Context: an optimization exercise on an open-source flow, tuned for small area and a short achievable clock period. The choices shown serve that exercise and are no tape-out recipe.
RTL that was checked went through simulation tests only; none was proved equivalent to the original.
Power is estimated from default activity; no workload was simulated.

## pipelined_fpadder
module pipelined_fpadder (a,b,sub,rm,s,clk,clrn,e);  
	input clk, clrn;  
	input [31:0] a, b;  
	input [1:0] rm;  
	input sub;  
	input e;  
	output [31:0] s;  
	localparam J = 3;  
	wire a_is_nan, a_is_inf, a_sign, a_op_sub, a_small_sticky;
	wire [7:0] a_exp;
	wire [22:0] a_large_frac;
	wire [25:0] a_small_win;
	wire [J-1:0] a_shift_lo;
	fadd_align #(J) alignment (a,b,sub,a_is_nan,a_is_inf,a_sign,a_exp,a_op_sub,
	a_large_frac,a_small_win,a_small_sticky,a_shift_lo);
	wire c_is_nan, c_is_inf, c_sign, c_op_sub, c_small_sticky;
	wire [7:0] c_exp;
	wire [1:0] c_rm;
	wire [22:0] c_large_frac;
	wire [25:0] c_small_win;
	wire [J-1:0] c_shift_lo;
	reg_align_cal #(J) reg_ac (rm,a_is_nan,a_is_inf,a_sign,a_exp,a_op_sub,
	a_large_frac,a_small_win,a_small_sticky,a_shift_lo,clk,clrn,e,
	c_rm,c_is_nan,c_is_inf,c_sign,c_exp,c_op_sub,c_large_frac,c_small_win,
	c_small_sticky,c_shift_lo);
	wire [23:0] c_frac;
	wire [1:0] c_grs;
	wire [7:0] c_exp0;
	fadd_cal #(J) calculation (c_op_sub,c_exp,c_large_frac,c_small_win,
	c_small_sticky,c_shift_lo,c_frac,c_grs,c_exp0);
	wire [23:0] n_frac;
	wire [1:0] n_grs;
	wire [7:0] n_exp;
	wire [1:0] n_rm;
	wire n_is_nan, n_is_inf, n_sign;
	reg_cal_norm reg_cn (c_rm,c_is_nan,c_is_inf,c_sign,c_exp0,c_frac,c_grs,
	clk,clrn,e,n_rm,n_is_nan,n_is_inf,n_sign,n_exp,n_frac,n_grs);
	fadd_norm normalization (n_rm,n_is_nan,n_is_inf,n_sign,n_exp,n_frac,n_grs,s);
endmodule
Size in the first run: roughly 2200 cells after synthesis, ~100 I/O pins, about 13000 um2 of cells after synthesis.
export LEC_CHECK = 0
export ABC_AREA = 1
export CAP_MARGIN = 20
export CORE_MARGIN = 2
export CORE_UTILIZATION = 40
export SETUP_SLACK_MARGIN = 4
export SLEW_MARGIN = 20
create_clock -name core_clock -period 10.0 [get_ports {clk}]
run.sh (not shown) runs the stock make flow with config.mk's settings and CLKGATE_MAP_FILE= SYNTH_SCRIPT=/design/flow/synth_recipe.tcl, a recipe that flattens the netlist after the stock synthesis.
Edit:
- SETUP_SLACK_MARGIN: 4 -> 3
What happened: The changed run passed the timing, DRC and antenna checks; sequential power falls by about 2%; clock skew falls by 0.0043 ns; power falls by 15%.
Edit:
- ABC_AREA: 1 -> default
- SETUP_SLACK_MARGIN: 3 -> 5
Outcome:
- The changed run completed with no timing, DRC or antenna violations
- total power goes up by about 27%
- sequential power is higher by about 2%
- worst hold slack is better by 0.0034 ns
- via count is higher by 3.6%
- design area grows by about 32%
Edit:
- ABC_AREA: default -> 1
- SETUP_SLACK_MARGIN: 5 -> 0.3
=> The changed run finished clean; setup slack degrades by 1.4 ns; via count shrinks by 5.2%; routed wire length falls by 16%; non-clock buffer count decreases by 219.
Edit:
- ABC_AREA: 1 -> default
Result: Cell area grows by 4.2%; first-iteration DRC count rose by 3.1%; final cell count goes down by 14%; utilization grows by 0.18 points; die area increases by 4.3%.
Edit:
- ABC_AREA: default -> 1
- SETUP_SLACK_MARGIN: 0.3 -> 4.5
=>
- The changed run went through all stages and came out clean
- final area increases by 27%
- register-to-register slack gets better by 2.5 ns
- first-iteration DRC count rose by 27%
- synthesized cell count goes up by 21%
- utilization rose by 14 points
- total power is higher by 32%
- die area fell by 4.1%
No functional check of the RTL was part of any run of this note.

========
JK:
Another version of the RTL of pipelined_fpadder (not shown whole).
For scale: about 2400 cells after synthesis, about 100 flip-flops, roughly 100 I/O pins.
==> flow/config.mk <==
export PLATFORM = sky130hd
export DESIGN_NAME = pipelined_fpadder
export DESIGN_NICKNAME = pipelined_fpadder
export VERILOG_FILES = /design/flow/design.v
export SDC_FILE = /design/flow/constraint.sdc
export NUM_CORES = 4
export LEC_CHECK = 0
export ABC_AREA = 1
export CAP_MARGIN = 20
export CORE_MARGIN = 2
export CORE_UTILIZATION = 40
export SLEW_MARGIN = 20
export SYNTH_HIERARCHICAL = 1
==> flow/constraint.sdc <==
create_clock -name core_clock -period 10.0 [get_ports {clk}]
set_input_delay 2.0000 -clock core_clock [delete_from_list [all_inputs] [get_ports {clk}]]
set_output_delay 2.0000 -clock core_clock [all_outputs]
set_load 0.01 [all_outputs]
standard.sh (not shown) runs the stock make flow with config.mk's settings and CLKGATE_MAP_FILE= SYNTH_SCRIPT=/design/flow/synth_recipe.tcl, a recipe that flattens the netlist after the stock synthesis.
==> flow/flow/run.sh <==
#!/bin/bash
# The standard layout (standard.sh, its own synthesis script and
# registers), with two changes to how the layout is made:
# - plain buffers on the ports in place of the delay cells buffer_ports picks
#   by default (every port still gets its buffer);
# - no full/half adder cells in synthesis (ADDER_MAP_FILE empty), so abc maps
#   the arithmetic as plain logic and can restructure it;
# - timing repair aims at 5.2 ns of setup slack.
set -euo pipefail
export BUFFER_PORTS_ARGS="-buffer_cell sky130_fd_sc_hd__buf_2"
bash standard.sh ADDER_MAP_FILE= SETUP_SLACK_MARGIN=5.2 finish > standard_make.log 2>&1
Looking at the reports, JK completed the entire flow and the layout it produced met the timing, DRC and antenna checks.
--- input diff JK..MS ---
-- flow/flow/run.sh --
<<< JK, line 7
#   the arithmetic as plain logic and can restructure it;
# - timing repair aims at 5.2 ns of setup slack.
set -euo pipefail
export BUFFER_PORTS_ARGS="-buffer_cell sky130_fd_sc_hd__buf_2"
bash standard.sh ADDER_MAP_FILE= SETUP_SLACK_MARGIN=5.2 finish > standard_make.log 2>&1
>>> MS, line 7
#   the arithmetic as plain logic and can restructure it;
# - timing repair aims at 5.5 ns of setup slack.
set -euo pipefail
export BUFFER_PORTS_ARGS="-buffer_cell sky130_fd_sc_hd__buf_2"
bash standard.sh ADDER_MAP_FILE= SETUP_SLACK_MARGIN=5.5 finish > standard_make.log 2>&1
[summary]
MS was carried through to the last stage, and its layout satisfied the timing, DRC and antenna checks. MS ended up with reg_ac.c_op_sub as its launching element of the worst setup path; JK ended up with a[27]. JK -> MS: final hold slack flat. For MS, the category of the critical setup timing path was flip-flop to flip-flop, unlike JK, where it was input port to flip-flop. Setup slack of the critical path after layout: MS > JK. Summary of the comparison: number of buffers added for setup after CTS is higher in MS, relative to JK. Delta (MS minus JK): final area shows an increase of 2200 um^2; total power saw an increase; critical path depth in cells increased by 15 relative to the old numbers; final cell count climbed about 3.4%; count of multi-input combinational gates rose by 0.36%. Of MS and JK, JK shows the lower highest achievable clock rate, with MS above it. Total via count after detailed routing: MS vs JK up about 5%.

## separate check: timing with driven ports
The results above use ideal ports. As a check the final layouts listed here were re-extracted and re-timed, cells and wires unchanged.
Step 1 (the two cells are an assumption about what drives the block):
set clk [get_ports {clk}]
set_driving_cell -lib_cell sky130_fd_sc_hd__clkbuf_16 $clk
set_driving_cell -lib_cell sky130_fd_sc_hd__buf_2 [delete_from_list [all_inputs] $clk]
Step 2, shift: input delay + t, output delay - t, t = (earliest + latest rising clock arrival at the registers) / 2. This alone moves slack from input paths to output paths.
Three values: ideal ports, drivers, drivers and shift; two values: the first two.
run	shift t [ns]	slack for setup (ns)	cell pins on the clock port's net
the first run of note 1	0.425	3.034 / 2.980 / 3.406	1
the second run of note 1	0.421	3.052 / 2.999 / 3.064	1
the third run of note 1	0.416	3.798 / 3.798 / 3.798	1
the fourth run of note 1	0.420	2.373 / 2.319 / 2.446	1
the fifth run of note 1	0.400	1.702 / 1.702 / 1.702	1
the sixth run of note 1	0.434	2.867 / 2.813 / 3.247	1
JK	0.416	5.389 / 5.418 / 5.002	1
MS	0.420	5.567 / 5.567 / 5.196	1
After both steps setup and hold are still met in every run listed. The setup slack of JK, which loses most, moves by +0.029 ns with the drivers and by -0.387 ns with both steps.
